Context: an optimization exercise on an open-source flow, tuned for small area. The choices shown serve that exercise and are no tape-out recipe. The RTL was checked by simulation tests, not by an equivalence proof against the original design. No activity file was given, so power comes from the tool's default toggle rates.

Design Sdram_Control, start of the top module:
module Sdram_Control (
		RESET_N, CLK,
		WR1_ADDR, WR1_MAX_ADDR, WR1_LENGTH, WR1_LOAD,
		WR1_FIFO_Q, WR1_FIFO_RUSEDW, WR1_FIFO_RDREQ,
		RD1_ADDR, RD1_MAX_ADDR, RD1_LENGTH, RD1_LOAD,
		RD1_FIFO_DATA, RD1_FIFO_WRREQ, RD1_FIFO_WUSEDW,
		SA, BA, CS_N, CKE, RAS_N, CAS_N, WE_N,
		DQ_IN, DQ_OUT, DQ_OE, DQM
);
For scale: roughly 850 cells after synthesis, ~190 flip-flops, roughly 230 I/O pins, ~8500 sq um of cells after synthesis.
clock: 10.0 ns
lec_check: 0
cap_margin: 20
core_margin: 2
core_utilization: 70
slew_margin: 20
standard.sh (not shown) runs the stock make flow with config.mk's settings and CLKGATE_MAP_FILE= SYNTH_SCRIPT=/design/flow/synth_recipe.tcl, a recipe that flattens the netlist after the stock synthesis.
==> flow/flow/run.sh <==
#!/bin/bash
# Standard ORFS layout with these changes to how it is made:
#  - synthesis maps with an area-oriented ABC script (flow/abc_area.script) and
#    leaves adders to ABC instead of mapping them to adder cells first; the rest
#    of synthesis, and so every register, is the standard synthesis's;
#  - the port buffers use the smallest buffer cell;
#  - the clock tree clusters its sinks into fewer, larger clusters, without
#    dummy loads, and uses a small root buffer.
set -euo pipefail
rm -rf scripts_abc
cp -r "$FLOW_HOME/scripts" scripts_abc
cp flow/abc_area.script scripts_abc/abc_speed.script
bash standard.sh finish \
  "SCRIPTS_DIR=$PWD/scripts_abc" \
  'ADDER_MAP_FILE=' \
  'BUFFER_PORTS_ARGS=-buffer_cell sky130_fd_sc_hd__buf_1' \
  'CTS_ARGS=-sink_clustering_enable -repair_clock_nets -sink_clustering_size 28 -sink_clustering_max_diameter 160 -dont_use_dummy_load -root_buf sky130_fd_sc_hd__clkbuf_4 -tree_buf sky130_fd_sc_hd__clkbuf_8 -sink_clustering_buffer sky130_fd_sc_hd__clkbuf_16' \
  > standard_make.log 2>&1
==> flow/flow/abc_area.script <==
strash
&get -n
&st
&deepsyn -T 120 -t
&put
dch -f
amap -m -F 4 -A 8
Then changed:
--- a/flow/design.v
+++ b/flow/design.v
@@ -132,25 +132,29 @@
 endfunction
 reg  [22:0] rWR1_ADDR, rRD1_ADDR, rWR1_MAX, rRD1_MAX;
 reg   [8:0] rWR1_LEN, rRD1_LEN;
 reg         mWR, mRD;         
 reg   [2:0] U;                
 reg   [8:0] R;                
-reg         out_valid, rdone, cmd_d, CMD_ACK;
+reg         out_valid, cmd_d, CMD_ACK;
+reg         cont_r;
 reg   [2:0] A_cb;             
 reg   [7:0] A_col;            
 wire [22:0] A = {A_cb, mWR ? rWR1_ADDR[19:8] : rRD1_ADDR[19:8], A_col};
 reg  [15:0] mDATAOUT;
 wire cnt   = U[2] | U[1];
+wire rdone;
 wire st0   = (U == 3'd0);
 wire st1   = (U == 3'd1);
 wire endc  = cnt & (R == 9'h1FB);    
 wire s_frc = cnt & (R == 9'h1FE);    
+wire rq0   = cnt & (R == 9'h000);    
 wire wdone = endc & mWR;
 wire Write = mWR & ~st0 & ~wdone;
 wire Read  = mRD & ~st0;
+assign rdone = st0 & mRD & (R == 9'h1FA);
 wire start = st0 & (mWR | (mRD & ~rdone));
 wire idle  = ~mWR & ~mRD & st0 & ~WR1_LOAD & ~RD1_LOAD;
 wire wcond = ~lt10(WR1_FIFO_RUSEDW, {1'b0, rWR1_LEN}) && (rWR1_LEN != 9'd0);
 wire rcond = lt10(RD1_FIFO_WUSEDW, {1'b0, rRD1_LEN});
 wire  [8:0] len_s = mWR ? rWR1_LEN : rRD1_LEN;
 wire [22:0] max_s = mWR ? rWR1_MAX : rRD1_MAX;
@@ -190,34 +194,36 @@
 wire command_done = (J != 4'd0);
 wire rp_done      = P[2] | (P[1] & P[0]);
 wire do_any = do_refresh | do_rwa | do_pl;
 wire do_reada  = do_rwa & mRD;
 wire do_writea = do_rwa & mWR;
 wire PM_STOP;
+wire c_act = rw_shift[1];      
 wire s_act = rw_shift[0];      
 assign PM_STOP = s_frc;
 always @(posedge CLK)
 	if (!RESET_N) begin
 		rWR1_ADDR <= WR1_ADDR;
 		rRD1_ADDR <= RD1_ADDR;
 		rWR1_MAX  <= WR1_MAX_ADDR;
 		rRD1_MAX  <= RD1_MAX_ADDR;
 		rWR1_LEN  <= WR1_LENGTH[8:0];
 		rRD1_LEN  <= RD1_LENGTH[8:0];
 	end else begin
 		if (wdone)
-			rWR1_ADDR <= cont ? nxt[22:0] : WR1_ADDR;
+			rWR1_ADDR <= cont_r ? nxt[22:0] : WR1_ADDR;
 		if (rdone)
-			rRD1_ADDR <= cont ? nxt[22:0] : RD1_ADDR;
+			rRD1_ADDR <= cont_r ? nxt[22:0] : RD1_ADDR;
 	end
 always @(posedge CLK)
 	if (!RESET_N) begin
 		mWR <= 1'b0; mRD <= 1'b0; U <= 3'd0;
-		out_valid <= 1'b0; rdone <= 1'b0;
+		out_valid <= 1'b0;
 		cmd_d <= 1'b0; CMD_ACK <= 1'b0; A_cb <= 3'd0; A_col <= 8'd0;
 	end else begin
+		cont_r <= cont;
 		if (idle & wcond)
 			mWR <= 1'b1;
 		else if (idle & rcond)
 			mRD <= 1'b1;
 		if (rdone)
 			mRD <= 1'b0;
@@ -229,13 +235,12 @@
 			if (CMD_ACK) U <= 3'd2;
 		end else if (endc)
 			U <= 3'd0;
 		else if (U != 3'd7)
 			U <= inc3(U);
 		out_valid <= Read & (U == 3'd7) & ~endc;
-		rdone     <= Read & endc;
 		cmd_d     <= st1;
 		CMD_ACK   <= CM_ACK & ~CMD_ACK;
 		if (cmd_d)
 			{A_cb, A_col} <= mWR ? {rWR1_ADDR[22:20], rWR1_ADDR[7:0]} : {rRD1_ADDR[22:20], rRD1_ADDR[7:0]};
 	end
 always @(posedge CLK) begin
Outcome:
- The new run went through all stages and came out clean
- area after synthesis is about the same
- via count rose by 1.9%
- combinational power rose by 66%
- cell area is about the same
- final cell count goes up by 0.75%
- setup slack gets better by 1600 ps
- fmax is higher by 25%
- wire length came out higher by 4.4%
- non-clock buffer count decreases by 3
- clock skew hardly moves
- synthesized cell count rises by 1.4%

[port drivers added, routing unchanged]
How much do the figures lean on ideal ports? The routed layouts below were timed once more, with nothing changed but the port constraints. Step 1 sets driving cells, clkbuf_16 on the clock port and buf_2 on the other inputs (assumed; they add their load-dependent delay and slew). Step 2, shift: input delay + t, output delay - t, t = (earliest + latest rising clock arrival at the registers) / 2. This alone moves slack from input paths to output paths. Slacks: ideal / step 1 / step 2; pairs: ideal / step 1.
run	shift t [ns]	setup slack, ns	clock arrival spread, ns
the first run	0.635	1.937 / 1.937 / 1.937	0.026 / 0.026
the second run	0.646	3.566 / 3.566 / 3.566	0.024 / 0.024
After both steps every run listed still meets setup and hold.
